This is an optimization exercise on Yosys and OpenROAD, whose aim is small area and a short achievable clock period, not a production implementation. Only simulation tests tie the RTL to the original design; equivalence was not proved. No activity file was given, so power comes from the tool's default toggle rates.

==> flow/design.v <==
module ALU_TOP #(parameter Width = 16)
(
  input  [Width-1:0] A,
  input  [Width-1:0] B,
  input  [3:0]       ALU_FUN,
  input              CLK,
  input              RST,
  output [Width-1:0] Arith_OUT,
  output             Arith_Flag,
  output             Carry_OUT,
  output [Width-1:0] Logic_Out,
  output             Logic_Flag,
  output [Width-1:0] CMP_OUT,
  output             CMP_Flag,
  output             Shift_Flag,
  output [Width-1:0] Shift_OUT
);
  wire mul1 = (ALU_FUN == 4'b0010);
  wire div1 = (ALU_FUN == 4'b0011);
  wire s1 = ~ALU_FUN[2] & (ALU_FUN[0] | ALU_FUN[3]);
  wire [15:0] bx1 = B ^ {16{s1}};
  wire [16:0] bz1;
  assign bz1[0] = 1'b1;
  assign bz1[1] = bz1[0] & ~B[15];
  assign bz1[2] = bz1[1] & ~B[14];
  assign bz1[3] = bz1[2] & ~B[13];
  assign bz1[4] = bz1[3] & ~B[12];
  assign bz1[5] = bz1[4] & ~B[11];
  assign bz1[6] = bz1[5] & ~B[10];
  assign bz1[7] = bz1[6] & ~B[9];
  assign bz1[8] = bz1[7] & ~B[8];
  assign bz1[9] = bz1[8] & ~B[7];
  assign bz1[10] = bz1[9] & ~B[6];
  assign bz1[11] = bz1[10] & ~B[5];
  assign bz1[12] = bz1[11] & ~B[4];
  assign bz1[13] = bz1[12] & ~B[3];
  assign bz1[14] = bz1[13] & ~B[2];
  assign bz1[15] = bz1[14] & ~B[1];
  assign bz1[16] = bz1[15] & ~B[0];
  wire r15_a = A[15] & ~mul1;
  wire [0:0] r15_t = r15_a;
  wire [0:0] r15_p = r15_t ^ bx1[0:0];
  wire [0:0] r15_g = r15_t & bx1[0:0];
  wire r15_G1 = r15_g[0] | (r15_p[0] & s1);
  wire [0:0] r15_s;
  assign r15_s[0] = r15_p[0] ^ s1;
  wire r15_c = r15_G1;
  wire r15_sel = (mul1 & A[15]) | (div1 & bz1[15] & r15_c);
  wire [0:0] r15_r = r15_sel ? r15_s : r15_t;
  wire r14_a = A[14] & ~mul1;
  wire [1:0] r14_t = {r15_r[0:0], r14_a};
  wire [1:0] r14_p = r14_t ^ bx1[1:0];
  wire [1:0] r14_g = r14_t & bx1[1:0];
  wire r14_G1 = r14_g[0] | (r14_p[0] & s1);
  wire r14_G2 = r14_g[1] | (r14_p[1] & r14_G1);
  wire [1:0] r14_s;
  assign r14_s[0] = r14_p[0] ^ s1;
  assign r14_s[1] = r14_p[1] ^ r14_G1;
  wire r14_c = r14_G2;
  wire r14_sel = (mul1 & A[14]) | (div1 & bz1[14] & r14_c);
  wire [1:0] r14_r = r14_sel ? r14_s : r14_t;
  wire r13_a = A[13] & ~mul1;
  wire [2:0] r13_t = {r14_r[1:0], r13_a};
  wire [2:0] r13_p = r13_t ^ bx1[2:0];
  wire [2:0] r13_g = r13_t & bx1[2:0];
  wire r13_G1 = r13_g[0] | (r13_p[0] & s1);
  wire r13_G2 = r13_g[2] | (r13_p[2] & r13_g[1]);
  wire r13_P2 = r13_p[2] & r13_p[1];
  wire r13_G3 = r13_G2 | (r13_P2 & r13_G1);
  wire r13_G4 = r13_g[1] | (r13_p[1] & r13_G1);
  wire [2:0] r13_s;
  assign r13_s[0] = r13_p[0] ^ s1;
  assign r13_s[1] = r13_p[1] ^ r13_G1;
  assign r13_s[2] = r13_p[2] ^ r13_G4;
  wire r13_c = r13_G3;
  wire r13_sel = (mul1 & A[13]) | (div1 & bz1[13] & r13_c);
  wire [2:0] r13_r = r13_sel ? r13_s : r13_t;
  wire r12_a = A[12] & ~mul1;
  wire [3:0] r12_t = {r13_r[2:0], r12_a};
  wire [3:0] r12_p = r12_t ^ bx1[3:0];
  wire [3:0] r12_g = r12_t & bx1[3:0];
  wire r12_G1 = r12_g[0] | (r12_p[0] & s1);
  wire r12_G2 = r12_g[2] | (r12_p[2] & r12_g[1]);
  wire r12_P2 = r12_p[2] & r12_p[1];
  wire r12_G3 = r12_G2 | (r12_P2 & r12_G1);
  wire r12_G4 = r12_g[1] | (r12_p[1] & r12_G1);
  wire r12_G5 = r12_g[3] | (r12_p[3] & r12_G3);
  wire [3:0] r12_s;
  assign r12_s[0] = r12_p[0] ^ s1;
  assign r12_s[1] = r12_p[1] ^ r12_G1;
  assign r12_s[2] = r12_p[2] ^ r12_G4;
  assign r12_s[3] = r12_p[3] ^ r12_G3;
  wire r12_c = r12_G5;
  wire r12_sel = (mul1 & A[12]) | (div1 & bz1[12] & r12_c);
  wire [3:0] r12_r = r12_sel ? r12_s : r12_t;
  wire r11_a = A[11] & ~mul1;
  wire [4:0] r11_t = {r12_r[3:0], r11_a};
  wire [4:0] r11_p = r11_t ^ bx1[4:0];
  wire [4:0] r11_g = r11_t & bx1[4:0];
  wire r11_G1 = r11_g[0] | (r11_p[0] & s1);
  wire r11_G2 = r11_g[2] | (r11_p[2] & r11_g[1]);
  wire r11_P2 = r11_p[2] & r11_p[1];
  wire r11_G3 = r11_g[4] | (r11_p[4] & r11_g[3]);
  wire r11_P3 = r11_p[4] & r11_p[3];
  wire r11_G4 = r11_G2 | (r11_P2 & r11_G1);
  wire r11_G5 = r11_G3 | (r11_P3 & r11_G4);
  wire r11_G6 = r11_g[1] | (r11_p[1] & r11_G1);
  wire r11_G7 = r11_g[3] | (r11_p[3] & r11_G4);
  wire [4:0] r11_s;
  assign r11_s[0] = r11_p[0] ^ s1;
  assign r11_s[1] = r11_p[1] ^ r11_G1;
  assign r11_s[2] = r11_p[2] ^ r11_G6;
  assign r11_s[3] = r11_p[3] ^ r11_G4;
  assign r11_s[4] = r11_p[4] ^ r11_G7;
  wire r11_c = r11_G5;
  wire r11_sel = (mul1 & A[11]) | (div1 & bz1[11] & r11_c);
  wire [4:0] r11_r = r11_sel ? r11_s : r11_t;
  wire r10_a = A[10] & ~mul1;
  wire [5:0] r10_t = {r11_r[4:0], r10_a};
  wire [5:0] r10_p = r10_t ^ bx1[5:0];
  wire [5:0] r10_g = r10_t & bx1[5:0];
  wire r10_G1 = r10_g[0] | (r10_p[0] & s1);
  wire r10_G2 = r10_g[2] | (r10_p[2] & r10_g[1]);
  wire r10_P2 = r10_p[2] & r10_p[1];
  wire r10_G3 = r10_g[4] | (r10_p[4] & r10_g[3]);
  wire r10_P3 = r10_p[4] & r10_p[3];
  wire r10_G4 = r10_G2 | (r10_P2 & r10_G1);
  wire r10_G5 = r10_G3 | (r10_P3 & r10_G4);
  wire r10_G6 = r10_g[1] | (r10_p[1] & r10_G1);
  wire r10_G7 = r10_g[3] | (r10_p[3] & r10_G4);
  wire r10_G8 = r10_g[5] | (r10_p[5] & r10_G5);
  wire [5:0] r10_s;
  assign r10_s[0] = r10_p[0] ^ s1;
  assign r10_s[1] = r10_p[1] ^ r10_G1;
  assign r10_s[2] = r10_p[2] ^ r10_G6;
  assign r10_s[3] = r10_p[3] ^ r10_G4;
  assign r10_s[4] = r10_p[4] ^ r10_G7;
  assign r10_s[5] = r10_p[5] ^ r10_G5;
  wire r10_c = r10_G8;
  wire r10_sel = (mul1 & A[10]) | (div1 & bz1[10] & r10_c);
  wire [5:0] r10_r = r10_sel ? r10_s : r10_t;
  wire r9_a = A[9] & ~mul1;
  wire [6:0] r9_t = {r10_r[5:0], r9_a};
  wire [6:0] r9_p = r9_t ^ bx1[6:0];
  wire [6:0] r9_g = r9_t & bx1[6:0];
  wire r9_G1 = r9_g[0] | (r9_p[0] & s1);
  wire r9_G2 = r9_g[2] | (r9_p[2] & r9_g[1]);
  wire r9_P2 = r9_p[2] & r9_p[1];
  wire r9_G3 = r9_g[4] | (r9_p[4] & r9_g[3]);
  wire r9_P3 = r9_p[4] & r9_p[3];
  wire r9_G4 = r9_g[6] | (r9_p[6] & r9_g[5]);
  wire r9_P4 = r9_p[6] & r9_p[5];
  wire r9_G5 = r9_G2 | (r9_P2 & r9_G1);
  wire r9_G6 = r9_G4 | (r9_P4 & r9_G3);
  wire r9_P6 = r9_P4 & r9_P3;
  wire r9_G7 = r9_G6 | (r9_P6 & r9_G5);
  wire r9_G8 = r9_G3 | (r9_P3 & r9_G5);
  wire r9_G9 = r9_g[1] | (r9_p[1] & r9_G1);
  wire r9_G10 = r9_g[3] | (r9_p[3] & r9_G5);
  wire r9_G11 = r9_g[5] | (r9_p[5] & r9_G8);
  wire [6:0] r9_s;
  assign r9_s[0] = r9_p[0] ^ s1;
  assign r9_s[1] = r9_p[1] ^ r9_G1;
  assign r9_s[2] = r9_p[2] ^ r9_G9;
  assign r9_s[3] = r9_p[3] ^ r9_G5;
  assign r9_s[4] = r9_p[4] ^ r9_G10;
  assign r9_s[5] = r9_p[5] ^ r9_G8;
  assign r9_s[6] = r9_p[6] ^ r9_G11;
  wire r9_c = r9_G7;
  wire r9_sel = (mul1 & A[9]) | (div1 & bz1[9] & r9_c);
  wire [6:0] r9_r = r9_sel ? r9_s : r9_t;
  wire r8_a = A[8] & ~mul1;
  wire [7:0] r8_t = {r9_r[6:0], r8_a};
  wire [7:0] r8_p = r8_t ^ bx1[7:0];
  wire [7:0] r8_g = r8_t & bx1[7:0];
  wire r8_G1 = r8_g[0] | (r8_p[0] & s1);
  wire r8_G2 = r8_g[2] | (r8_p[2] & r8_g[1]);
  wire r8_P2 = r8_p[2] & r8_p[1];
  wire r8_G3 = r8_g[4] | (r8_p[4] & r8_g[3]);
  wire r8_P3 = r8_p[4] & r8_p[3];
  wire r8_G4 = r8_g[6] | (r8_p[6] & r8_g[5]);
  wire r8_P4 = r8_p[6] & r8_p[5];
  wire r8_G5 = r8_G2 | (r8_P2 & r8_G1);
  wire r8_G6 = r8_G4 | (r8_P4 & r8_G3);
  wire r8_P6 = r8_P4 & r8_P3;
  wire r8_G7 = r8_G6 | (r8_P6 & r8_G5);
  wire r8_G8 = r8_G3 | (r8_P3 & r8_G5);
  wire r8_G9 = r8_g[1] | (r8_p[1] & r8_G1);
  wire r8_G10 = r8_g[3] | (r8_p[3] & r8_G5);
  wire r8_G11 = r8_g[5] | (r8_p[5] & r8_G8);
  wire r8_G12 = r8_g[7] | (r8_p[7] & r8_G7);
  wire [7:0] r8_s;
  assign r8_s[0] = r8_p[0] ^ s1;
  assign r8_s[1] = r8_p[1] ^ r8_G1;
  assign r8_s[2] = r8_p[2] ^ r8_G9;
  assign r8_s[3] = r8_p[3] ^ r8_G5;
  assign r8_s[4] = r8_p[4] ^ r8_G10;
  assign r8_s[5] = r8_p[5] ^ r8_G8;
  assign r8_s[6] = r8_p[6] ^ r8_G11;
  assign r8_s[7] = r8_p[7] ^ r8_G7;
  wire r8_c = r8_G12;
  wire r8_sel = (mul1 & A[8]) | (div1 & bz1[8] & r8_c);
  wire [7:0] r8_r = r8_sel ? r8_s : r8_t;
  wire r7_a = A[7] & ~mul1;
  wire [8:0] r7_t = {r8_r[7:0], r7_a};
  wire [8:0] r7_p = r7_t ^ bx1[8:0];
  wire [8:0] r7_g = r7_t & bx1[8:0];
  wire r7_G1 = r7_g[0] | (r7_p[0] & s1);
  wire r7_G2 = r7_g[2] | (r7_p[2] & r7_g[1]);
  wire r7_P2 = r7_p[2] & r7_p[1];
  wire r7_G3 = r7_g[4] | (r7_p[4] & r7_g[3]);
  wire r7_P3 = r7_p[4] & r7_p[3];
  wire r7_G4 = r7_g[6] | (r7_p[6] & r7_g[5]);
  wire r7_P4 = r7_p[6] & r7_p[5];
  wire r7_G5 = r7_g[8] | (r7_p[8] & r7_g[7]);
  wire r7_P5 = r7_p[8] & r7_p[7];
  wire r7_G6 = r7_G2 | (r7_P2 & r7_G1);
  wire r7_G7 = r7_G4 | (r7_P4 & r7_G3);
  wire r7_P7 = r7_P4 & r7_P3;
  wire r7_G8 = r7_G7 | (r7_P7 & r7_G6);
  wire r7_G9 = r7_G3 | (r7_P3 & r7_G6);
  wire r7_G10 = r7_G5 | (r7_P5 & r7_G8);
  wire r7_G11 = r7_g[1] | (r7_p[1] & r7_G1);
  wire r7_G12 = r7_g[3] | (r7_p[3] & r7_G6);
  wire r7_G13 = r7_g[5] | (r7_p[5] & r7_G9);
  wire r7_G14 = r7_g[7] | (r7_p[7] & r7_G8);
  wire [8:0] r7_s;
  assign r7_s[0] = r7_p[0] ^ s1;
  assign r7_s[1] = r7_p[1] ^ r7_G1;
  assign r7_s[2] = r7_p[2] ^ r7_G11;
  assign r7_s[3] = r7_p[3] ^ r7_G6;
  assign r7_s[4] = r7_p[4] ^ r7_G12;
  assign r7_s[5] = r7_p[5] ^ r7_G9;
  assign r7_s[6] = r7_p[6] ^ r7_G13;
  assign r7_s[7] = r7_p[7] ^ r7_G8;
  assign r7_s[8] = r7_p[8] ^ r7_G14;
  wire r7_c = r7_G10;
  wire r7_sel = (mul1 & A[7]) | (div1 & bz1[7] & r7_c);
  wire [8:0] r7_r = r7_sel ? r7_s : r7_t;
  reg [15:0]   BXr;   
  reg [6:0]  Alo;
  reg [8:0] Rr;    
  reg [15:7]   Qr;
  reg [1:0]    Fr;
  reg fA, fL, fC, fS;
  always @(posedge CLK) begin
    BXr <= bx1;
    Alo <= A[6:0];
    Rr  <= r7_r;
    Qr  <= {r15_sel, r14_sel, r13_sel, r12_sel, r11_sel, r10_sel, r9_sel, r8_sel, r7_sel};
    Fr  <= ALU_FUN[1:0];
  end
  always @(posedge CLK or negedge RST) begin
    if (!RST) begin
      fA <= 1'b0; fL <= 1'b0; fC <= 1'b0; fS <= 1'b0;
    end else begin
      fA <= (ALU_FUN[3:2] == 2'b00);
      fL <= (ALU_FUN[3:2] == 2'b01);
      fC <= (ALU_FUN[3:2] == 2'b10);
      fS <= (ALU_FUN[3:2] == 2'b11);
    end
  end
  wire add2 = fA & (Fr == 2'b00);
  wire sub2 = fA & (Fr == 2'b01);
  wire mul2 = fA & (Fr == 2'b10);
  wire div2 = fA & (Fr == 2'b11);
  wire sr = Fr[0] | fC;
  wire [16:0] bz2;
  assign bz2[0] = 1'b1;
  assign bz2[1] = bz2[0] & BXr[15];
  assign bz2[2] = bz2[1] & BXr[14];
  assign bz2[3] = bz2[2] & BXr[13];
  assign bz2[4] = bz2[3] & BXr[12];
  assign bz2[5] = bz2[4] & BXr[11];
  assign bz2[6] = bz2[5] & BXr[10];
  assign bz2[7] = bz2[6] & BXr[9];
  assign bz2[8] = bz2[7] & BXr[8];
  assign bz2[9] = bz2[8] & BXr[7];
  assign bz2[10] = bz2[9] & BXr[6];
  assign bz2[11] = bz2[10] & BXr[5];
  assign bz2[12] = bz2[11] & BXr[4];
  assign bz2[13] = bz2[12] & BXr[3];
  assign bz2[14] = bz2[13] & BXr[2];
  assign bz2[15] = bz2[14] & BXr[1];
  assign bz2[16] = bz2[15] & BXr[0];
  wire [15:0] Alo16 = {9'b0, Alo};
  wire r6_a = Alo16[6] & ~mul2;
  wire [9:0] r6_t = {Rr[8:0], r6_a};
  wire [9:0] r6_p = r6_t ^ BXr[9:0];
  wire [9:0] r6_g = r6_t & BXr[9:0];
  wire r6_G1 = r6_g[0] | (r6_p[0] & sr);
  wire r6_G2 = r6_g[2] | (r6_p[2] & r6_g[1]);
  wire r6_P2 = r6_p[2] & r6_p[1];
  wire r6_G3 = r6_g[4] | (r6_p[4] & r6_g[3]);
  wire r6_P3 = r6_p[4] & r6_p[3];
  wire r6_G4 = r6_g[6] | (r6_p[6] & r6_g[5]);
  wire r6_P4 = r6_p[6] & r6_p[5];
  wire r6_G5 = r6_g[8] | (r6_p[8] & r6_g[7]);
  wire r6_P5 = r6_p[8] & r6_p[7];
  wire r6_G6 = r6_G2 | (r6_P2 & r6_G1);
  wire r6_G7 = r6_G4 | (r6_P4 & r6_G3);
  wire r6_P7 = r6_P4 & r6_P3;
  wire r6_G8 = r6_G7 | (r6_P7 & r6_G6);
  wire r6_G9 = r6_G3 | (r6_P3 & r6_G6);
  wire r6_G10 = r6_G5 | (r6_P5 & r6_G8);
  wire r6_G11 = r6_g[1] | (r6_p[1] & r6_G1);
  wire r6_G12 = r6_g[3] | (r6_p[3] & r6_G6);
  wire r6_G13 = r6_g[5] | (r6_p[5] & r6_G9);
  wire r6_G14 = r6_g[7] | (r6_p[7] & r6_G8);
  wire r6_G15 = r6_g[9] | (r6_p[9] & r6_G10);
  wire [9:0] r6_s;
  assign r6_s[0] = r6_p[0] ^ sr;
  assign r6_s[1] = r6_p[1] ^ r6_G1;
  assign r6_s[2] = r6_p[2] ^ r6_G11;
  assign r6_s[3] = r6_p[3] ^ r6_G6;
  assign r6_s[4] = r6_p[4] ^ r6_G12;
  assign r6_s[5] = r6_p[5] ^ r6_G9;
  assign r6_s[6] = r6_p[6] ^ r6_G13;
  assign r6_s[7] = r6_p[7] ^ r6_G8;
  assign r6_s[8] = r6_p[8] ^ r6_G14;
  assign r6_s[9] = r6_p[9] ^ r6_G10;
  wire r6_c = r6_G15;
  wire r6_sel = (mul2 & Alo16[6]) | (div2 & bz2[6] & r6_c);
  wire [9:0] r6_r = r6_sel ? r6_s : r6_t;
  wire r5_a = Alo16[5] & ~mul2;
  wire [10:0] r5_t = {r6_r[9:0], r5_a};
  wire [10:0] r5_p = r5_t ^ BXr[10:0];
  wire [10:0] r5_g = r5_t & BXr[10:0];
  wire r5_G1 = r5_g[0] | (r5_p[0] & sr);
  wire r5_G2 = r5_g[2] | (r5_p[2] & r5_g[1]);
  wire r5_P2 = r5_p[2] & r5_p[1];
  wire r5_G3 = r5_g[4] | (r5_p[4] & r5_g[3]);
  wire r5_P3 = r5_p[4] & r5_p[3];
  wire r5_G4 = r5_g[6] | (r5_p[6] & r5_g[5]);
  wire r5_P4 = r5_p[6] & r5_p[5];
  wire r5_G5 = r5_g[8] | (r5_p[8] & r5_g[7]);
  wire r5_P5 = r5_p[8] & r5_p[7];
  wire r5_G6 = r5_g[10] | (r5_p[10] & r5_g[9]);
  wire r5_P6 = r5_p[10] & r5_p[9];
  wire r5_G7 = r5_G2 | (r5_P2 & r5_G1);
  wire r5_G8 = r5_G4 | (r5_P4 & r5_G3);
  wire r5_P8 = r5_P4 & r5_P3;
  wire r5_G9 = r5_G6 | (r5_P6 & r5_G5);
  wire r5_P9 = r5_P6 & r5_P5;
  wire r5_G10 = r5_G8 | (r5_P8 & r5_G7);
  wire r5_G11 = r5_G9 | (r5_P9 & r5_G10);
  wire r5_G12 = r5_G3 | (r5_P3 & r5_G7);
  wire r5_G13 = r5_G5 | (r5_P5 & r5_G10);
  wire r5_G14 = r5_g[1] | (r5_p[1] & r5_G1);
  wire r5_G15 = r5_g[3] | (r5_p[3] & r5_G7);
  wire r5_G16 = r5_g[5] | (r5_p[5] & r5_G12);
  wire r5_G17 = r5_g[7] | (r5_p[7] & r5_G10);
  wire r5_G18 = r5_g[9] | (r5_p[9] & r5_G13);
  wire [10:0] r5_s;
  assign r5_s[0] = r5_p[0] ^ sr;
  assign r5_s[1] = r5_p[1] ^ r5_G1;
  assign r5_s[2] = r5_p[2] ^ r5_G14;
  assign r5_s[3] = r5_p[3] ^ r5_G7;
  assign r5_s[4] = r5_p[4] ^ r5_G15;
  assign r5_s[5] = r5_p[5] ^ r5_G12;
  assign r5_s[6] = r5_p[6] ^ r5_G16;
  assign r5_s[7] = r5_p[7] ^ r5_G10;
  assign r5_s[8] = r5_p[8] ^ r5_G17;
  assign r5_s[9] = r5_p[9] ^ r5_G13;
  assign r5_s[10] = r5_p[10] ^ r5_G18;
  wire r5_c = r5_G11;
  wire r5_sel = (mul2 & Alo16[5]) | (div2 & bz2[5] & r5_c);
  wire [10:0] r5_r = r5_sel ? r5_s : r5_t;
  wire r4_a = Alo16[4] & ~mul2;
  wire [11:0] r4_t = {r5_r[10:0], r4_a};
  wire [11:0] r4_p = r4_t ^ BXr[11:0];
  wire [11:0] r4_g = r4_t & BXr[11:0];
  wire r4_G1 = r4_g[0] | (r4_p[0] & sr);
  wire r4_G2 = r4_g[2] | (r4_p[2] & r4_g[1]);
  wire r4_P2 = r4_p[2] & r4_p[1];
  wire r4_G3 = r4_g[4] | (r4_p[4] & r4_g[3]);
  wire r4_P3 = r4_p[4] & r4_p[3];
  wire r4_G4 = r4_g[6] | (r4_p[6] & r4_g[5]);
  wire r4_P4 = r4_p[6] & r4_p[5];
  wire r4_G5 = r4_g[8] | (r4_p[8] & r4_g[7]);
  wire r4_P5 = r4_p[8] & r4_p[7];
  wire r4_G6 = r4_g[10] | (r4_p[10] & r4_g[9]);
  wire r4_P6 = r4_p[10] & r4_p[9];
  wire r4_G7 = r4_G2 | (r4_P2 & r4_G1);
  wire r4_G8 = r4_G4 | (r4_P4 & r4_G3);
  wire r4_P8 = r4_P4 & r4_P3;
  wire r4_G9 = r4_G6 | (r4_P6 & r4_G5);
  wire r4_P9 = r4_P6 & r4_P5;
  wire r4_G10 = r4_G8 | (r4_P8 & r4_G7);
  wire r4_G11 = r4_G9 | (r4_P9 & r4_G10);
  wire r4_G12 = r4_G3 | (r4_P3 & r4_G7);
  wire r4_G13 = r4_G5 | (r4_P5 & r4_G10);
  wire r4_G14 = r4_g[1] | (r4_p[1] & r4_G1);
  wire r4_G15 = r4_g[3] | (r4_p[3] & r4_G7);
  wire r4_G16 = r4_g[5] | (r4_p[5] & r4_G12);
  wire r4_G17 = r4_g[7] | (r4_p[7] & r4_G10);
  wire r4_G18 = r4_g[9] | (r4_p[9] & r4_G13);
  wire r4_G19 = r4_g[11] | (r4_p[11] & r4_G11);
  wire [11:0] r4_s;
  assign r4_s[0] = r4_p[0] ^ sr;
  assign r4_s[1] = r4_p[1] ^ r4_G1;
  assign r4_s[2] = r4_p[2] ^ r4_G14;
  assign r4_s[3] = r4_p[3] ^ r4_G7;
  assign r4_s[4] = r4_p[4] ^ r4_G15;
  assign r4_s[5] = r4_p[5] ^ r4_G12;
  assign r4_s[6] = r4_p[6] ^ r4_G16;
  assign r4_s[7] = r4_p[7] ^ r4_G10;
  assign r4_s[8] = r4_p[8] ^ r4_G17;
  assign r4_s[9] = r4_p[9] ^ r4_G13;
  assign r4_s[10] = r4_p[10] ^ r4_G18;
  assign r4_s[11] = r4_p[11] ^ r4_G11;
  wire r4_c = r4_G19;
  wire r4_sel = (mul2 & Alo16[4]) | (div2 & bz2[4] & r4_c);
  wire [11:0] r4_r = r4_sel ? r4_s : r4_t;
  wire r3_a = Alo16[3] & ~mul2;
  wire [12:0] r3_t = {r4_r[11:0], r3_a};
  wire [12:0] r3_p = r3_t ^ BXr[12:0];
  wire [12:0] r3_g = r3_t & BXr[12:0];
  wire r3_G1 = r3_g[0] | (r3_p[0] & sr);
  wire r3_G2 = r3_g[2] | (r3_p[2] & r3_g[1]);
  wire r3_P2 = r3_p[2] & r3_p[1];
  wire r3_G3 = r3_g[4] | (r3_p[4] & r3_g[3]);
  wire r3_P3 = r3_p[4] & r3_p[3];
  wire r3_G4 = r3_g[6] | (r3_p[6] & r3_g[5]);
  wire r3_P4 = r3_p[6] & r3_p[5];
  wire r3_G5 = r3_g[8] | (r3_p[8] & r3_g[7]);
  wire r3_P5 = r3_p[8] & r3_p[7];
  wire r3_G6 = r3_g[10] | (r3_p[10] & r3_g[9]);
  wire r3_P6 = r3_p[10] & r3_p[9];
  wire r3_G7 = r3_g[12] | (r3_p[12] & r3_g[11]);
  wire r3_P7 = r3_p[12] & r3_p[11];
  wire r3_G8 = r3_G2 | (r3_P2 & r3_G1);
  wire r3_G9 = r3_G4 | (r3_P4 & r3_G3);
  wire r3_P9 = r3_P4 & r3_P3;
  wire r3_G10 = r3_G6 | (r3_P6 & r3_G5);
  wire r3_P10 = r3_P6 & r3_P5;
  wire r3_G11 = r3_G9 | (r3_P9 & r3_G8);
  wire r3_G12 = r3_G10 | (r3_P10 & r3_G11);
  wire r3_G13 = r3_G3 | (r3_P3 & r3_G8);
  wire r3_G14 = r3_G5 | (r3_P5 & r3_G11);
  wire r3_G15 = r3_G7 | (r3_P7 & r3_G12);
  wire r3_G16 = r3_g[1] | (r3_p[1] & r3_G1);
  wire r3_G17 = r3_g[3] | (r3_p[3] & r3_G8);
  wire r3_G18 = r3_g[5] | (r3_p[5] & r3_G13);
  wire r3_G19 = r3_g[7] | (r3_p[7] & r3_G11);
  wire r3_G20 = r3_g[9] | (r3_p[9] & r3_G14);
  wire r3_G21 = r3_g[11] | (r3_p[11] & r3_G12);
  wire [12:0] r3_s;
  assign r3_s[0] = r3_p[0] ^ sr;
  assign r3_s[1] = r3_p[1] ^ r3_G1;
  assign r3_s[2] = r3_p[2] ^ r3_G16;
  assign r3_s[3] = r3_p[3] ^ r3_G8;
  assign r3_s[4] = r3_p[4] ^ r3_G17;
  assign r3_s[5] = r3_p[5] ^ r3_G13;
  assign r3_s[6] = r3_p[6] ^ r3_G18;
  assign r3_s[7] = r3_p[7] ^ r3_G11;
  assign r3_s[8] = r3_p[8] ^ r3_G19;
  assign r3_s[9] = r3_p[9] ^ r3_G14;
  assign r3_s[10] = r3_p[10] ^ r3_G20;
  assign r3_s[11] = r3_p[11] ^ r3_G12;
  assign r3_s[12] = r3_p[12] ^ r3_G21;
  wire r3_c = r3_G15;
  wire r3_sel = (mul2 & Alo16[3]) | (div2 & bz2[3] & r3_c);
  wire [12:0] r3_r = r3_sel ? r3_s : r3_t;
  wire r2_a = Alo16[2] & ~mul2;
  wire [13:0] r2_t = {r3_r[12:0], r2_a};
  wire [13:0] r2_p = r2_t ^ BXr[13:0];
  wire [13:0] r2_g = r2_t & BXr[13:0];
  wire r2_G1 = r2_g[0] | (r2_p[0] & sr);
  wire r2_G2 = r2_g[2] | (r2_p[2] & r2_g[1]);
  wire r2_P2 = r2_p[2] & r2_p[1];
  wire r2_G3 = r2_g[4] | (r2_p[4] & r2_g[3]);
  wire r2_P3 = r2_p[4] & r2_p[3];
  wire r2_G4 = r2_g[6] | (r2_p[6] & r2_g[5]);
  wire r2_P4 = r2_p[6] & r2_p[5];
  wire r2_G5 = r2_g[8] | (r2_p[8] & r2_g[7]);
  wire r2_P5 = r2_p[8] & r2_p[7];
  wire r2_G6 = r2_g[10] | (r2_p[10] & r2_g[9]);
  wire r2_P6 = r2_p[10] & r2_p[9];
  wire r2_G7 = r2_g[12] | (r2_p[12] & r2_g[11]);
  wire r2_P7 = r2_p[12] & r2_p[11];
  wire r2_G8 = r2_G2 | (r2_P2 & r2_G1);
  wire r2_G9 = r2_G4 | (r2_P4 & r2_G3);
  wire r2_P9 = r2_P4 & r2_P3;
  wire r2_G10 = r2_G6 | (r2_P6 & r2_G5);
  wire r2_P10 = r2_P6 & r2_P5;
  wire r2_G11 = r2_G9 | (r2_P9 & r2_G8);
  wire r2_G12 = r2_G10 | (r2_P10 & r2_G11);
  wire r2_G13 = r2_G3 | (r2_P3 & r2_G8);
  wire r2_G14 = r2_G5 | (r2_P5 & r2_G11);
  wire r2_G15 = r2_G7 | (r2_P7 & r2_G12);
  wire r2_G16 = r2_g[1] | (r2_p[1] & r2_G1);
  wire r2_G17 = r2_g[3] | (r2_p[3] & r2_G8);
  wire r2_G18 = r2_g[5] | (r2_p[5] & r2_G13);
  wire r2_G19 = r2_g[7] | (r2_p[7] & r2_G11);
  wire r2_G20 = r2_g[9] | (r2_p[9] & r2_G14);
  wire r2_G21 = r2_g[11] | (r2_p[11] & r2_G12);
  wire r2_G22 = r2_g[13] | (r2_p[13] & r2_G15);
  wire [13:0] r2_s;
  assign r2_s[0] = r2_p[0] ^ sr;
  assign r2_s[1] = r2_p[1] ^ r2_G1;
  assign r2_s[2] = r2_p[2] ^ r2_G16;
  assign r2_s[3] = r2_p[3] ^ r2_G8;
  assign r2_s[4] = r2_p[4] ^ r2_G17;
  assign r2_s[5] = r2_p[5] ^ r2_G13;
  assign r2_s[6] = r2_p[6] ^ r2_G18;
  assign r2_s[7] = r2_p[7] ^ r2_G11;
  assign r2_s[8] = r2_p[8] ^ r2_G19;
  assign r2_s[9] = r2_p[9] ^ r2_G14;
  assign r2_s[10] = r2_p[10] ^ r2_G20;
  assign r2_s[11] = r2_p[11] ^ r2_G12;
  assign r2_s[12] = r2_p[12] ^ r2_G21;
  assign r2_s[13] = r2_p[13] ^ r2_G15;
  wire r2_c = r2_G22;
  wire r2_sel = (mul2 & Alo16[2]) | (div2 & bz2[2] & r2_c);
  wire [13:0] r2_r = r2_sel ? r2_s : r2_t;
  wire r1_a = Alo16[1] & ~mul2;
  wire [14:0] r1_t = {r2_r[13:0], r1_a};
  wire [14:0] r1_p = r1_t ^ BXr[14:0];
  wire [14:0] r1_g = r1_t & BXr[14:0];
  wire r1_G1 = r1_g[0] | (r1_p[0] & sr);
  wire r1_G2 = r1_g[2] | (r1_p[2] & r1_g[1]);
  wire r1_P2 = r1_p[2] & r1_p[1];
  wire r1_G3 = r1_g[4] | (r1_p[4] & r1_g[3]);
  wire r1_P3 = r1_p[4] & r1_p[3];
  wire r1_G4 = r1_g[6] | (r1_p[6] & r1_g[5]);
  wire r1_P4 = r1_p[6] & r1_p[5];
  wire r1_G5 = r1_g[8] | (r1_p[8] & r1_g[7]);
  wire r1_P5 = r1_p[8] & r1_p[7];
  wire r1_G6 = r1_g[10] | (r1_p[10] & r1_g[9]);
  wire r1_P6 = r1_p[10] & r1_p[9];
  wire r1_G7 = r1_g[12] | (r1_p[12] & r1_g[11]);
  wire r1_P7 = r1_p[12] & r1_p[11];
  wire r1_G8 = r1_g[14] | (r1_p[14] & r1_g[13]);
  wire r1_P8 = r1_p[14] & r1_p[13];
  wire r1_G9 = r1_G2 | (r1_P2 & r1_G1);
  wire r1_G10 = r1_G4 | (r1_P4 & r1_G3);
  wire r1_P10 = r1_P4 & r1_P3;
  wire r1_G11 = r1_G6 | (r1_P6 & r1_G5);
  wire r1_P11 = r1_P6 & r1_P5;
  wire r1_G12 = r1_G8 | (r1_P8 & r1_G7);
  wire r1_P12 = r1_P8 & r1_P7;
  wire r1_G13 = r1_G10 | (r1_P10 & r1_G9);
  wire r1_G14 = r1_G12 | (r1_P12 & r1_G11);
  wire r1_P14 = r1_P12 & r1_P11;
  wire r1_G15 = r1_G14 | (r1_P14 & r1_G13);
  wire r1_G16 = r1_G11 | (r1_P11 & r1_G13);
  wire r1_G17 = r1_G3 | (r1_P3 & r1_G9);
  wire r1_G18 = r1_G5 | (r1_P5 & r1_G13);
  wire r1_G19 = r1_G7 | (r1_P7 & r1_G16);
  wire r1_G20 = r1_g[1] | (r1_p[1] & r1_G1);
  wire r1_G21 = r1_g[3] | (r1_p[3] & r1_G9);
  wire r1_G22 = r1_g[5] | (r1_p[5] & r1_G17);
  wire r1_G23 = r1_g[7] | (r1_p[7] & r1_G13);
  wire r1_G24 = r1_g[9] | (r1_p[9] & r1_G18);
  wire r1_G25 = r1_g[11] | (r1_p[11] & r1_G16);
  wire r1_G26 = r1_g[13] | (r1_p[13] & r1_G19);
  wire [14:0] r1_s;
  assign r1_s[0] = r1_p[0] ^ sr;
  assign r1_s[1] = r1_p[1] ^ r1_G1;
  assign r1_s[2] = r1_p[2] ^ r1_G20;
  assign r1_s[3] = r1_p[3] ^ r1_G9;
  assign r1_s[4] = r1_p[4] ^ r1_G21;
  assign r1_s[5] = r1_p[5] ^ r1_G17;
  assign r1_s[6] = r1_p[6] ^ r1_G22;
  assign r1_s[7] = r1_p[7] ^ r1_G13;
  assign r1_s[8] = r1_p[8] ^ r1_G23;
  assign r1_s[9] = r1_p[9] ^ r1_G18;
  assign r1_s[10] = r1_p[10] ^ r1_G24;
  assign r1_s[11] = r1_p[11] ^ r1_G16;
  assign r1_s[12] = r1_p[12] ^ r1_G25;
  assign r1_s[13] = r1_p[13] ^ r1_G19;
  assign r1_s[14] = r1_p[14] ^ r1_G26;
  wire r1_c = r1_G15;
  wire r1_sel = (mul2 & Alo16[1]) | (div2 & bz2[1] & r1_c);
  wire [14:0] r1_r = r1_sel ? r1_s : r1_t;
  wire r0_a = Alo16[0] & ~mul2;
  wire [15:0] r0_t = {r1_r[14:0], r0_a};
  wire [15:0] r0_p = r0_t ^ BXr[15:0];
  wire [15:0] r0_g = r0_t & BXr[15:0];
  wire r0_G1 = r0_g[0] | (r0_p[0] & sr);
  wire r0_G2 = r0_g[2] | (r0_p[2] & r0_g[1]);
  wire r0_P2 = r0_p[2] & r0_p[1];
  wire r0_G3 = r0_g[4] | (r0_p[4] & r0_g[3]);
  wire r0_P3 = r0_p[4] & r0_p[3];
  wire r0_G4 = r0_g[6] | (r0_p[6] & r0_g[5]);
  wire r0_P4 = r0_p[6] & r0_p[5];
  wire r0_G5 = r0_g[8] | (r0_p[8] & r0_g[7]);
  wire r0_P5 = r0_p[8] & r0_p[7];
  wire r0_G6 = r0_g[10] | (r0_p[10] & r0_g[9]);
  wire r0_P6 = r0_p[10] & r0_p[9];
  wire r0_G7 = r0_g[12] | (r0_p[12] & r0_g[11]);
  wire r0_P7 = r0_p[12] & r0_p[11];
  wire r0_G8 = r0_g[14] | (r0_p[14] & r0_g[13]);
  wire r0_P8 = r0_p[14] & r0_p[13];
  wire r0_G9 = r0_G2 | (r0_P2 & r0_G1);
  wire r0_G10 = r0_G4 | (r0_P4 & r0_G3);
  wire r0_P10 = r0_P4 & r0_P3;
  wire r0_G11 = r0_G6 | (r0_P6 & r0_G5);
  wire r0_P11 = r0_P6 & r0_P5;
  wire r0_G12 = r0_G8 | (r0_P8 & r0_G7);
  wire r0_P12 = r0_P8 & r0_P7;
  wire r0_G13 = r0_G10 | (r0_P10 & r0_G9);
  wire r0_G14 = r0_G12 | (r0_P12 & r0_G11);
  wire r0_P14 = r0_P12 & r0_P11;
  wire r0_G15 = r0_G14 | (r0_P14 & r0_G13);
  wire r0_G16 = r0_G11 | (r0_P11 & r0_G13);
  wire r0_G17 = r0_G3 | (r0_P3 & r0_G9);
  wire r0_G18 = r0_G5 | (r0_P5 & r0_G13);
  wire r0_G19 = r0_G7 | (r0_P7 & r0_G16);
  wire r0_G20 = r0_g[1] | (r0_p[1] & r0_G1);
  wire r0_G21 = r0_g[3] | (r0_p[3] & r0_G9);
  wire r0_G22 = r0_g[5] | (r0_p[5] & r0_G17);
  wire r0_G23 = r0_g[7] | (r0_p[7] & r0_G13);
  wire r0_G24 = r0_g[9] | (r0_p[9] & r0_G18);
  wire r0_G25 = r0_g[11] | (r0_p[11] & r0_G16);
  wire r0_G26 = r0_g[13] | (r0_p[13] & r0_G19);
  wire r0_G27 = r0_g[15] | (r0_p[15] & r0_G15);
  wire [15:0] r0_s;
  assign r0_s[0] = r0_p[0] ^ sr;
  assign r0_s[1] = r0_p[1] ^ r0_G1;
  assign r0_s[2] = r0_p[2] ^ r0_G20;
  assign r0_s[3] = r0_p[3] ^ r0_G9;
  assign r0_s[4] = r0_p[4] ^ r0_G21;
  assign r0_s[5] = r0_p[5] ^ r0_G17;
  assign r0_s[6] = r0_p[6] ^ r0_G22;
  assign r0_s[7] = r0_p[7] ^ r0_G13;
  assign r0_s[8] = r0_p[8] ^ r0_G23;
  assign r0_s[9] = r0_p[9] ^ r0_G18;
  assign r0_s[10] = r0_p[10] ^ r0_G24;
  assign r0_s[11] = r0_p[11] ^ r0_G16;
  assign r0_s[12] = r0_p[12] ^ r0_G25;
  assign r0_s[13] = r0_p[13] ^ r0_G19;
  assign r0_s[14] = r0_p[14] ^ r0_G26;
  assign r0_s[15] = r0_p[15] ^ r0_G15;
  wire r0_c = r0_G27;
  wire r0_sel = (mul2 & Alo16[0]) | (div2 & bz2[0] & r0_c) | add2 | sub2;
  wire r0_rsel = (mul2 & Alo16[0]) | add2 | sub2;
  wire [15:0] r0_r = r0_rsel ? r0_s : r0_t;
  wire [15:0] Ar = {Rr, Alo};    
  assign Arith_OUT  = div2 ? {Qr, r6_sel, r5_sel, r4_sel, r3_sel, r2_sel, r1_sel, r0_sel} : (fA ? r0_r : 16'b0);
  assign Arith_Flag = fA;
  assign Carry_OUT  = add2 & r0_c;
  reg [15:0] lo;    
  always @(*) begin
    case (Fr)
      2'b00: lo = Ar & BXr;
      2'b01: lo = Ar | BXr;
      2'b10: lo = ~(Ar & BXr);
      default: lo = ~(Ar | BXr);
    endcase
  end
  assign Logic_Out  = fL ? lo : 16'b0;
  assign Logic_Flag = fL;
  wire eq = &(r0_t ^ BXr);
  wire ge = r0_c;
  wire gt = ge & ~eq;
  wire lt = ~ge;
  wire [1:0] cmp = (Fr == 2'b01) ? {1'b0, eq} :
                   (Fr == 2'b10) ? {gt, 1'b0} :
                   (Fr == 2'b11) ? {lt, lt} : 2'b00;
  assign CMP_OUT  = {14'b0, fC ? cmp : 2'b00};
  assign CMP_Flag = fC;
  reg [15:0] sh;
  always @(*) begin
    case (Fr)
      2'b00: sh = Ar >> 1;
      2'b01: sh = Ar << 1;
      2'b10: sh = BXr >> 1;      
      default: sh = BXr << 1;
    endcase
  end
  assign Shift_OUT  = fS ? sh : 16'b0;
  assign Shift_Flag = fS;
endmodule
==> flow/flow/run.sh <==
#!/bin/bash
# The standard layout, with two changes: synthesis leaves the adders to abc
# (no full/half-adder cells are extracted; registers are untouched), and the
# ports are buffered with the smallest buffer.
export BUFFER_PORTS_ARGS="-buffer_cell sky130_fd_sc_hd__buf_1"
bash standard.sh ADDER_MAP_FILE= SETUP_SLACK_MARGIN=15 finish > standard.log 2>&1
==> flow/standard.sh <==
#!/bin/bash
# synth_recipe.tcl (not shown) runs the flow's synth.tcl, then flattens the netlist and writes it again
# the make line also repeats each setting of config.mk as NAME=value (left out here)
make -C /OpenROAD-flow-scripts/flow DESIGN_CONFIG=/design/flow/config.mk WORK_HOME=/design/flow/orfs CLKGATE_MAP_FILE= SYNTH_SCRIPT=/design/flow/synth_recipe.tcl "${@:-finish}"
==> flow/config.mk <==
export PLATFORM = sky130hd
export DESIGN_NAME = ALU_TOP
export DESIGN_NICKNAME = ALU_TOP
export VERILOG_FILES = /design/flow/design.v
export SDC_FILE = /design/flow/constraint.sdc
export NUM_CORES = 4
export LEC_CHECK = 0
export ABC_AREA = 1
export CAP_MARGIN = 20
export CORE_MARGIN = 2
export CORE_UTILIZATION = 40
export CTS_BUF_LIST = sky130_fd_sc_hd__clkbuf_8
export SLEW_MARGIN = 20
==> flow/constraint.sdc <==
create_clock -name core_clock -period 32.0 [get_ports {CLK}]
set_input_delay 6.4000 -clock core_clock [delete_from_list [all_inputs] [get_ports {CLK}]]
set_output_delay 6.4000 -clock core_clock [all_outputs]
set_load 0.01 [all_outputs]
==> summary.txt, run 1 <==
Yosys
  • Area share of the largest cell type after synthesis: a little over a quarter
  • Post-Syn Area: 0.01085 mm^2
  • Yosys reg bits: 47
  • Gate Count Post-Synth: 2103
  • Yosys top cell by area: nand2_1
  • Avg Cell Area, Syn: 5.158 um^2
  • Top_reg_cell synth: dfxtp_1
  • Count of unique library cells instantiated by Yosys: 59
  • Yosys Warn Count: 1
  • Sequential area share after synthesis: 8.859%
  • Post-synth EDFFs: 0
  • Ys async rst share: 8.511%
  • Synth top area cells: nand2_1 (27%), nand3_1 (13%), inv_1 (8.2%)

Floorplan
  • Die Height: around 170 um
  • Core outline area: 0.02680 mm^2
  • Die area: 0.02845 mm^2
  • I/O pins: 107
  • Die Span X: 168.7 um
  • Row count: 60
  • Initial core utilization: between 40% and 50%

Cells and area
  • Share of layout cells above drive strength 1: 23.56%
  • Commonest non-fill, non-tap cells in the layout: nand2_1 (660), nand3_1 (250), inv_1 (230), nand2_2 (140), nor2_1 (135)
  • Synth-to-layout area growth: 27.12%
  • Nets@finish: roughly 2.3k
  • Commonest non-fill, non-tap cell in the layout: nand2_1
  • Non-filler cells, final: 2621

Worst setup path
  • Worst path max stage delay: between 0.8 and 0.9 ns
  • Startpoint Class: flip-flop
  • Slowest stage cell, crit path: dfxtp_1
  • Critical Path RT: 25.60 ns
  • Worst setup EP type: output pin
  • Worst path most repeated cell: nand2_2
  • Maximum net fanout on the critical path: 9
  • Worst Setup Path Type: reg2out
  • Critical path arrival: 10.37 ns

STA
  • Hold Vio Cnt, Final: 0
  • Unrepaired setup endpoints after global routing: true
  • Setup WS post-layout: 15.23 ns
  • Min cycle time layout: about 17 ns
  • Final setup vio count: 0
  • Slew at the pin closest to its max-slew limit: between 1 and 1.5 ns
  • Pins Over Slew Limit: 0
  • Fin crit share: approximately 52%
  • Peak Freq: 59.64 MHz
  • Max_slew headroom: 5.488%
  • Setup TNS: 0 ns

Drt
  • Vias/cell: 5.432
  • Iter 0 DRT Violations: 1234
  • Post-route antenna net violation count: 0
  • First-pass detailed-route iteration total: 10
  • Via count: 14.24k
  • Post-route DRC: 0
  • Post-Route WL: approximately 44 mm
  • DR WL/cell: 16.76 um

Global route
  • GR Util All Layers: 27.65%
  • Initial antenna violation count: 1
  • Vias in the first global route: 11.91k
  • GR Overflow Total: 0
  • Largest net degree at the start of global routing: 46
  • First-pass GRT wire length: 62.04 mm

Place
  • Global placer's final weighted congestion: 0.9849
  • Placed cell count: roughly 2.5k
  • HPWL Detailed: 32.37 mm
  • Setup WS pre-CTS: 13.85 ns
  • Port bufs: 92

Clocking
  • Total CTS buffers: 5
  • Root Buffer: clkbuf_8
  • # clock sinks: 47
  • H-tree levels: 2
  • Longest Clk Path Bufs: 2
  • CTS clock-pin slew for the worst setup and hold paths: around 0.1 ns
  • Hold-fix buffers, CTS: 0
  • CTS tree: yes

Job
  • Number of max-cap violations: 0

Pwr
  • Leakage: 0.007504 uW
  • Max VDD drop: 0.01722 mV
  • Pwr dens: 36.05 mW/mm^2
  • Tot Pwr: 497.0 uW

Outcome
  • Status: complete, no violations

Hold path
  • Hold WC Path Type: in2async
## what timing repair did
action,CTS,global route
gates cloned,4,19
pin swaps,8,98
gates resized for setup,33,341
setup endpoints to repair,19,29
setup buffers,9,86
hold endpoints to repair,0,0
## sequential cells by signal, summed over array words and instances (netlist names)
| signal | count |
|---|---|
| Qr | 9 |
| fS | 1 |
| fC | 1 |
| Alo | 7 |
| fA | 1 |
| fL | 1 |
| Fr | 2 |
| BXr | 16 |
| Rr | 9 |
## power breakdown
part           internal [uW]  leakage (uW)  switching (uW)
logic                    134       0.00705             249
registers               63.6      0.000411            12.6
clock network           17.4     0.0000477            20.9
## worst max-delay path: cells and delay by family (launching register included)
| kind | cells | cell delay (ns) |
|---|---|---|
| buffers and inverters | 11 | 1.41 |
| flip-flops | 1 | 0.82 |
| AND/OR/NAND/NOR | 62 | 6.73 |
| XOR/XNOR | 1 | 0.25 |
| AO/OA/AOI/OAI | 5 | 0.79 |
## area by class of cell
class	instances	area, um^2
antenna	1	2.502
clock buffer	6	82.58
clock inverter	1	8.758
fill	2861	13010
inverter	278	1081
multi-input combinational	1743	9872
sequential	47	993.5
tap	341	426.7
timing repair buffer	204	1321
## final timing paths
path / endpoint / start / slack, ns / depth (start not counted)
max in group asynchronous: fC / RST / 25.90 / 1
min in group core_clock: Alo[0] / A[0] / 6.17 / 1
worst min-delay path: fA / RST / 5.89 / 1
worst max-delay path: Carry_OUT / BXr[11] / 15.23 / 79
## per-stage QoR
stage	area [um^2]	utilization [%]	hold slack (ns)
floorplan	10900	-	6.104
global placement	11240	41.93	6.241
detailed placement	11240	41.93	6.243
CTS	11620	43.36	5.880
global route	13790	51.44	5.887
finish	13790	51.45	5.890
## cell usage after synthesis, drive strengths merged (8+ instances only)
master  count
nand4       9
dfxtp      43
nand2     850
nand3b     12
clkbuf     16
buf        51
a21oi      97
xor2       70
nand3     308
inv       271
o211ai      8
nor2      168
o21ai      99
xnor2      26
## kinds of logic after synthesis
logic type	Yosys count	synth area share, %
other	1	0.03457
AO/OA/AOI/OAI	241	13.00
buffers and inverters	345	14.52
XOR/XNOR	96	7.821
flip-flops	47	8.859
AND/OR/NAND/NOR	1373	55.76
## per-layer routing
| metal | vias to the layer above | global-route usage (%) | wire length, um |
|---|---|---|---|
| met5 | - | 0 | 0 |
| met1 | 6395 | 32.81 | 16760 |
| met4 | 0 | 15.59 | 2629 |
| met2 | 615 | 47.27 | 20640 |
| met3 | 183 | 4.676 | 3903 |
| li1 | 7045 | - | - |
==> inputs of run 2 (changes only) <==
--- a/flow/config.mk
+++ b/flow/config.mk
@@ -11,3 +11,4 @@
 export CORE_UTILIZATION = 40
 export CTS_BUF_LIST = sky130_fd_sc_hd__clkbuf_8
 export SLEW_MARGIN = 20
+export TNS_END_PERCENT = 0
==> run 2 against run 1 <==
Against the previous run: the layout now fails its checks (capacitance limit, slew limit); maximum frequency down 0.56%; sequential share of layout area is 0.24 points higher; via count down 1.6%; global-route usage unchanged; clock-buffer cell count unchanged; first-iteration DRC count is 17% higher; hold slack worse by 0.00064 ns; routed wire length down 1.2%; combinational power shrank 5%; area after synthesis did not move; critical endpoint unchanged; largest cell class unchanged; largest power group unchanged.
==> summary.txt, run 2 <==
Pwr
  • Leakage: 0.007307 uW (-2.6%)
  • Tot Pwr: 479.6 uW (-3.5%)
  • Max VDD drop: 0.01711 mV (-0.64%)
  • Pwr dens: 36.00 mW/mm^2 (-0.13%)

Worst setup path
  • Crit path max-delay family: simple AND/OR/NAND/NOR gates
  • CP bufs+invs: 9 (-2)
  • Worst path max stage delay: 0.83 ns (about the same)
  • Critical path arrival: 10.46 ns (+0.09 ns)
  • Maximum net fanout on the critical path: 9 (unchanged)
  • Critical Path RT: 25.60 ns (about the same)
  • Startpoint Class: flip-flop
  • Slowest stage cell, crit path: dfxtp_1
  • Worst setup EP type: output pin
  • Worst path most repeated cell: nand2_2
  • Worst Setup Path Type: reg2out

Drt
  • Post-route antenna net violation count: 0 (unchanged)
  • DR WL/cell: 16.68 um (-0.46%)
  • Via count: 14.01k (-1.6%)
  • Post-route DRC: 0 (unchanged)
  • Vias/cell: 5.387 (-0.84%)
  • First-pass detailed-route iteration total: 10 (unchanged)
  • Post-Route WL: 43.40 mm (-1.2%)
  • Iter 0 DRT Violations: 1443 (+17%)

Cells and area
  • Biggest registers after layout: BXr: 16 flops, Qr: 9 flops, Rr: 9 flops
  • Nets@finish: 2296 (-0.91%)
  • Max reg flops: 16 (unchanged)
  • Top reg by flops: BXr
  • Synth-to-layout area growth: 22.83%
  • Share of layout cells above drive strength 1: 20.95% (-2.6 points)
  • Fin util: 49.71% (-1.7 points)
  • Commonest non-fill, non-tap cell in the layout: nand2_1
  • Commonest non-fill, non-tap cells in the layout: nand2_1 (680), nand3_1 (260), inv_1 (232), nor2_1 (139), nand2_2 (130)

STA
  • Peak Freq: 59.31 MHz (-0.56%)
  • Final setup vio count: 0 (unchanged)
  • Max_slew headroom: -0.1869% (-5.7 points)
  • Unrepaired setup endpoints after global routing: true
  • Hold WS: 5.890 ns (-0.0006400 ns)
  • Hold Vio Cnt, Final: 0 (unchanged)
  • Setup WS post-layout: 15.14 ns (-0.09390 ns)
  • Pins Over Slew Limit: 1 (+1)
  • Slew at the pin closest to its max-slew limit: 1.491 ns (+0.08448 ns)
  • Setup TNS: 0 ns (unchanged)
  • Min cycle time layout: 16.86 ns (+0.09390 ns)
  • Fin crit share: 52.69% (+0.29 points)

Yosys
  • Yosys reg bits: 47 (unchanged)
  • Count of unique library cells instantiated by Yosys: 59 (unchanged)
  • Top cells by count, synth: nand2_1 (781), nand3_1 (291), inv_1 (236)
  • Sequential area share after synthesis: 8.859% (unchanged)
  • Count leader, synth: nand2_1
  • Avg Cell Area, Syn: 5.158 um^2 (unchanged)
  • Area share of the largest cell type after synthesis: 27.03% (unchanged)
  • Top_reg_cell synth: dfxtp_1
  • Yosys Warn Count: 1 (unchanged)
  • Synth top area cells: nand2_1 (27%), nand3_1 (13%), inv_1 (8.2%)
  • Ys async rst share: 8.511% (unchanged)
  • Yosys top cell by area: nand2_1
  • Post-Syn Area: 0.01085 mm^2 (unchanged)
  • Post-synth EDFFs: 0 (unchanged)
  • Gate Count Post-Synth: 2103 (unchanged)

Place
  • Setup WS pre-CTS: 13.85 ns (unchanged)
  • HPWL Detailed: 32.37 mm (unchanged)
  • Port bufs: 92 (unchanged)
  • Global placer's final weighted congestion: 0.9849 (unchanged)

Outcome
  • Layout check fault list: capacitance limit, slew limit
  • Status: complete, but fails checks

Floorplan
  • Core outline area: 0.02680 mm^2 (unchanged)
  • Die area: 0.02845 mm^2 (unchanged)
  • Initial core utilization: 40.47% (unchanged)
  • Die Height: 168.7 um (unchanged)
  • I/O pins: 107 (unchanged)
  • Row count: 60 (unchanged)
  • Die Span X: 168.7 um (unchanged)

Job
  • Number of max-cap violations: 1 (+1)

Clocking
  • Hold-fix buffers, CTS: 0 (unchanged)
  • Total CTS buffers: 5 (unchanged)
  • Longest Clk Path Bufs: 2 (unchanged)
  • CTS clock-pin slew for the worst setup and hold paths: 0.10 ns (about the same)
  • CTS tree: yes
  • # clock sinks: 47 (unchanged)
  • Root Buffer: clkbuf_8
  • H-tree levels: 2 (unchanged)

Global route
  • GR Util All Layers: 27.65% (unchanged)
  • Initial antenna violation count: 1 (unchanged)
  • Vias in the first global route: 11.91k (unchanged)
  • Largest net degree at the start of global routing: 46 (unchanged)
  • GR Overflow Total: 0 (unchanged)
  • First-pass GRT wire length: 62.04 mm (unchanged)

Hold path
  • Hold WC Path Type: in2async
[run 2: kinds of logic after synthesis]
logic type,after synthesis,synth area share (%)
buffers and inverters,345,14.52
AOI/OAI and AO/OA,241,13.00
xor gates and xnor gates,96,7.821
and+or+nand+nor,1373,55.76
other,1,0.03457
DFF,47,8.859
[run 2: timing repair]
| item | 4_1_cts | 5_1_grt |
|---|---|---|
| pin swaps | 8 | 76 |
| resized for setup | 33 | 268 |
| setup endpoints to repair | 19 | 29 |
| setup buffers | 9 | 66 |
| gates cloned | 4 | 18 |
[run 2: through the flow]
step | instances | area [um^2]
floorplan | 2116 | 10900
global placement | 2495 | 11240
finish | 2601 | 13320
CTS | 2515 | 11620
detailed placement | 2495 | 11240
global route | 2599 | 13320
[run 2: final cells by class]
| type | count | area, um^2 |
|---|---|---|
| fill | 2916 | 13480 |
| multi-input combinational | 1743 | 9590 |
| timing repair buffer | 183 | 1141 |
| inverter | 278 | 1076 |
| sequential | 47 | 992.2 |
| tap | 341 | 426.7 |
| clock buffer | 6 | 82.58 |
| clock inverter | 1 | 8.758 |
| antenna | 2 | 5.005 |
[run 2: power breakdown]
| part | switching (uW) | leakage, uW | internal [uW] |
|---|---|---|---|
| Combinational | 240 | 0.00685 | 125 |
| Clock | 21.1 | 0.0000477 | 17.4 |
| Sequential | 12.3 | 0.000412 | 63.6 |
[run 2: routing by layer]
layer	wire (um)	share of wire, %	vias to the layer above	GRT usage (%)
met5	0	0	-	0
met4	2403	5.5	0	15.59
met3	3763	8.7	153	4.676
met2	20390	47	587	47.27
met1	16840	39	6260	32.81
li1	-	-	7011	-
[run 2: worst paths after layout]
| check | start | end | slack, ns | cells past startpoint |
|---|---|---|---|---|
| worst max-delay path | BXr[11] | Carry_OUT | 15.14 | 82 |
| worst min-delay path | RST | fC | 5.89 | 1 |
| max in group asynchronous | RST | fA | 25.90 | 1 |
| min in group core_clock | A[0] | Alo[0] | 6.17 | 1 |
==> inputs of run 3 (changes only) <==
==> flow/flow/run.sh (replaced) <==
#!/bin/bash
# The standard layout, with two changes: synthesis leaves the adders to abc
# (no full/half-adder cells are extracted; registers are untouched), and the
# ports are buffered with the smallest buffer.
export BUFFER_PORTS_ARGS="-buffer_cell sky130_fd_sc_hd__buf_1"
bash standard.sh ADDER_MAP_FILE= SETUP_SLACK_MARGIN=16 finish > standard.log 2>&1
--- a/flow/config.mk
+++ b/flow/config.mk
@@ -11,4 +11,3 @@
 export CORE_UTILIZATION = 40
 export CTS_BUF_LIST = sky130_fd_sc_hd__clkbuf_8
 export SLEW_MARGIN = 20
-export TNS_END_PERCENT = 0
==> run 3 against run 2 <==
Against the previous run: now clean on timing, DRC and antenna; critical path type unchanged; first-iteration DRC count rose by 13%; largest power group unchanged; die area did not move; combinational power rose by 31%; highest routed layer unchanged; sequential cell count did not move.
==> summary.txt, run 3 <==
Global route
  • Grt met1 use: 35.05% (+2.2 points)
  • Met2 usage: 53.99% (+6.7 points)
  • GR Util All Layers: 31.74% (+4.1 points)
  • GR Overflow Total: 0 (unchanged)
  • Largest net degree at the start of global routing: 24 (-48%)
  • Initial antenna violation count: 2 (+1)
  • First-pass GRT wire length: 71.55 mm (+15%)
  • Met3 Usage GRT: 6.780% (+2.1 points)
  • Grt peak-use layer: met2
  • Vias in the first global route: 13.96k (+17%)

Yosys
  • Yosys top cell by area: nand2_1
  • Yosys Warn Count: 1 (unchanged)
  • Area share of the largest cell type after synthesis: 27.03% (unchanged)
  • Synth top area cells: nand2_1 (27%), nand3_1 (13%), inv_1 (8.2%)
  • Avg Cell Area, Syn: 5.158 um^2 (unchanged)
  • Yosys reg bits: 47 (unchanged)
  • Count leader, synth: nand2_1
  • Post-synth EDFFs: 0 (unchanged)
  • Post-Syn Area: 0.01085 mm^2 (unchanged)
  • Top cells by count, synth: nand2_1 (781), nand3_1 (291), inv_1 (236)
  • Gate Count Post-Synth: 2103 (unchanged)
  • Sequential area share after synthesis: 8.859% (unchanged)
  • Top_reg_cell synth: dfxtp_1
  • Ys async rst share: 8.511% (unchanged)
  • Count of unique library cells instantiated by Yosys: 59 (unchanged)

Worst setup path
  • Maximum net fanout on the critical path: 8 (-1)
  • Critical path arrival: 10.35 ns (-0.11 ns)
  • Slowest stage cell, crit path: dfxtp_2
  • Worst setup EP type: output pin
  • Worst Setup Path Type: reg2out
  • Critical Path RT: 25.60 ns (about the same)
  • Worst path most repeated cell: nand2_2
  • Worst path max stage delay: 0.48 ns (-0.35 ns)
  • Startpoint Class: flip-flop

Place
  • Port bufs: 92 (unchanged)
  • Global placer's final weighted congestion: 0.9849 (unchanged)
  • HPWL Detailed: 32.37 mm (unchanged)
  • Setup WS pre-CTS: 13.85 ns (unchanged)
  • Placed cell count: 2495 (unchanged)

Floorplan
  • I/O pins: 107 (unchanged)
  • Core outline area: 0.02680 mm^2 (unchanged)
  • Die Span X: 168.7 um (unchanged)
  • Row count: 60 (unchanged)
  • Die Height: 168.7 um (unchanged)
  • Initial core utilization: 40.47% (unchanged)
  • Die area: 0.02845 mm^2 (unchanged)

STA
  • Final setup vio count: 0 (unchanged)
  • Setup TNS: 0 ns (unchanged)
  • Pins Over Slew Limit: 0 (-1)
  • Peak Freq: 59.72 MHz (+0.68%)
  • Unrepaired setup endpoints after global routing: true
  • Slew at the pin closest to its max-slew limit: 0.9876 ns (-0.5038 ns)
  • Min cycle time layout: 16.75 ns (-0.1141 ns)
  • Max_slew headroom: 34.00% (+34 points)
  • Setup WS post-layout: 15.25 ns (+0.1141 ns)
  • Hold Vio Cnt, Final: 0 (unchanged)
  • Fin crit share: 52.33% (-0.36 points)

Pwr
  • Max VDD drop: 0.01774 mV (+3.6%)
  • Leakage: 0.008630 uW (+18%)
  • Pwr dens: 36.91 mW/mm^2 (+2.5%)

Cells and area
  • Synth-to-layout area growth: 47.76%
  • Top reg by flops: BXr
  • Share of layout cells above drive strength 1: 36.19% (+15 points)
  • Biggest registers after layout: BXr: 16 flops, Qr: 9 flops, Rr: 9 flops
  • Non-filler cells, final: 2769 (+6.5%)
  • Commonest non-fill, non-tap cell in the layout: nand2_1
  • Max reg flops: 16 (unchanged)
  • Nets@finish: 2464 (+7.3%)
  • Commonest non-fill, non-tap cells in the layout: nand2_1 (569), buf_4 (233), inv_1 (219), nand3_1 (207), nand2_2 (187)

Clocking
  • # clock sinks: 47 (unchanged)
  • Root Buffer: clkbuf_8
  • Longest Clk Path Bufs: 2 (unchanged)
  • CTS tree: yes
  • Total CTS buffers: 5 (unchanged)
  • CTS clock-pin slew for the worst setup and hold paths: 0.09 ns (about the same)
  • H-tree levels: 2 (unchanged)

Drt
  • Post-route antenna net violation count: 0 (unchanged)
  • Post-Route WL: 50.33 mm (+16%)
  • Vias/cell: 5.646 (+4.8%)
  • Iter 0 DRT Violations: 1624 (+13%)
  • Post-route DRC: 0 (unchanged)
  • First-pass detailed-route iteration total: 19 (+9)
  • Via count: 15.63k (+12%)
  • DR WL/cell: 18.18 um (+8.9%)

Job
  • Number of max-cap violations: 0 (-1)

Outcome
  • Status: complete, no violations

Hold path
  • Hold WC Path Type: in2async
[run 3: cell counts after synthesis]
Identical to the previous run, type by type.
[run 3: final cells by class]
type                       count  area, um^2
multi-input combinational   1747       10910
fill                        2488       10770
timing repair buffer         347        2499
inverter                     278        1096
sequential                    47       994.7
tap                          341       426.7
clock buffer                   6       82.58
clock inverter                 1       8.758
antenna                        2       5.005
[run 3: metal layers]
layer	up-vias	part of all wire [%]	routed length (um)
li1	7357	-	-
met1	7059	35	17810
met2	897	46	23220
met3	320	9.8	4922
met4	0	8.7	4373
met5	-	0	0
[run 3: final timing paths]
kind / start / endpoint / slack (ns) / depth (start not counted)
setup / recovery: BXr[13] / Arith_OUT[8] / 15.25 / 81
hold / removal: RST / fC / 5.89 / 1
max in group asynchronous: RST / fA / 25.91 / 1
min in group core_clock: A[0] / Alo[0] / 6.16 / 1
[run 3: report_power, final]
part | switching [uW] | total [uW] | internal, uW
Combinational | 298 | 478 | 181
Clock | 21.3 | 38.7 | 17.4
Sequential | 10.9 | 74.5 | 63.6
Total | 330 | 592 | 262
[run 3: repair_timing]
| action | CTS | global route |
|---|---|---|
| setup endpoints to repair | 29 | 29 |
| gates cloned | 21 | 6 |
| pin swaps | 132 | 129 |
| hold buffers | 0 | 0 |
| buffers inserted | 171 | 67 |
| resized for setup | 382 | 280 |
[run 3: stage by stage]
step	hold slack (ns)	area, um^2	total power, uW	util, %
6_report	5.889	16030	591.5	59.80
5_1_grt	5.889	16020	629.2	59.78
4_1_cts	5.880	14420	512.1	53.80
3_5_place_dp	6.243	11240	378.0	41.93
3_3_place_gp	6.241	11240	376.2	41.93
2_1_floorplan	6.104	10900	308.3	-
[run 3: critical path: cells and delay by family, from the launching register on]
kind / cells / cell delay (ns)
compound gates: 5 / 0.97
buf+inv: 6 / 0.74
flops: 1 / 0.48
simple gates: 70 / 7.83
[run 3: cell families (layout without fill, tap and decap cells)]
kind of cell	after synthesis	in the layout	synth area share (%)
xor+xnor	96	96	7.821
simple gates	1373	1396	55.76
other cells	1	16	0.03457
buf+inv	345	632	14.52
flops	47	47	8.859
compound gates	241	241	13.00

==> afterwards: timing with drivers on the ports <==
Ports are ideal in the flow. The routed layouts listed here were re-timed in OpenROAD. Step 1: set_driving_cell puts a clkbuf_16 on CLK and a buf_2 on each other input, an assumption about the parent block. Step 2, shift: input delay + t, output delay - t, t = (earliest + latest rising clock arrival at the registers) / 2. This alone moves slack from input paths to output paths. Three values: ideal ports, drivers, drivers and shift; two values: the first two.
run | t, ns | slack for setup (ns) | worst setup path at the end | worst data-port slew with drivers (ns) | cell pins on the clock port's net
run 1 | 0.350 | 15.234 / 15.199 / 15.549 | register to output | 0.09 | 1
run 2 | 0.350 | 15.140 / 15.105 / 15.456 | register to output | 0.09 | 1
run 3 | 0.353 | 15.254 / 15.218 / 15.571 | register to output | 0.08 | 1
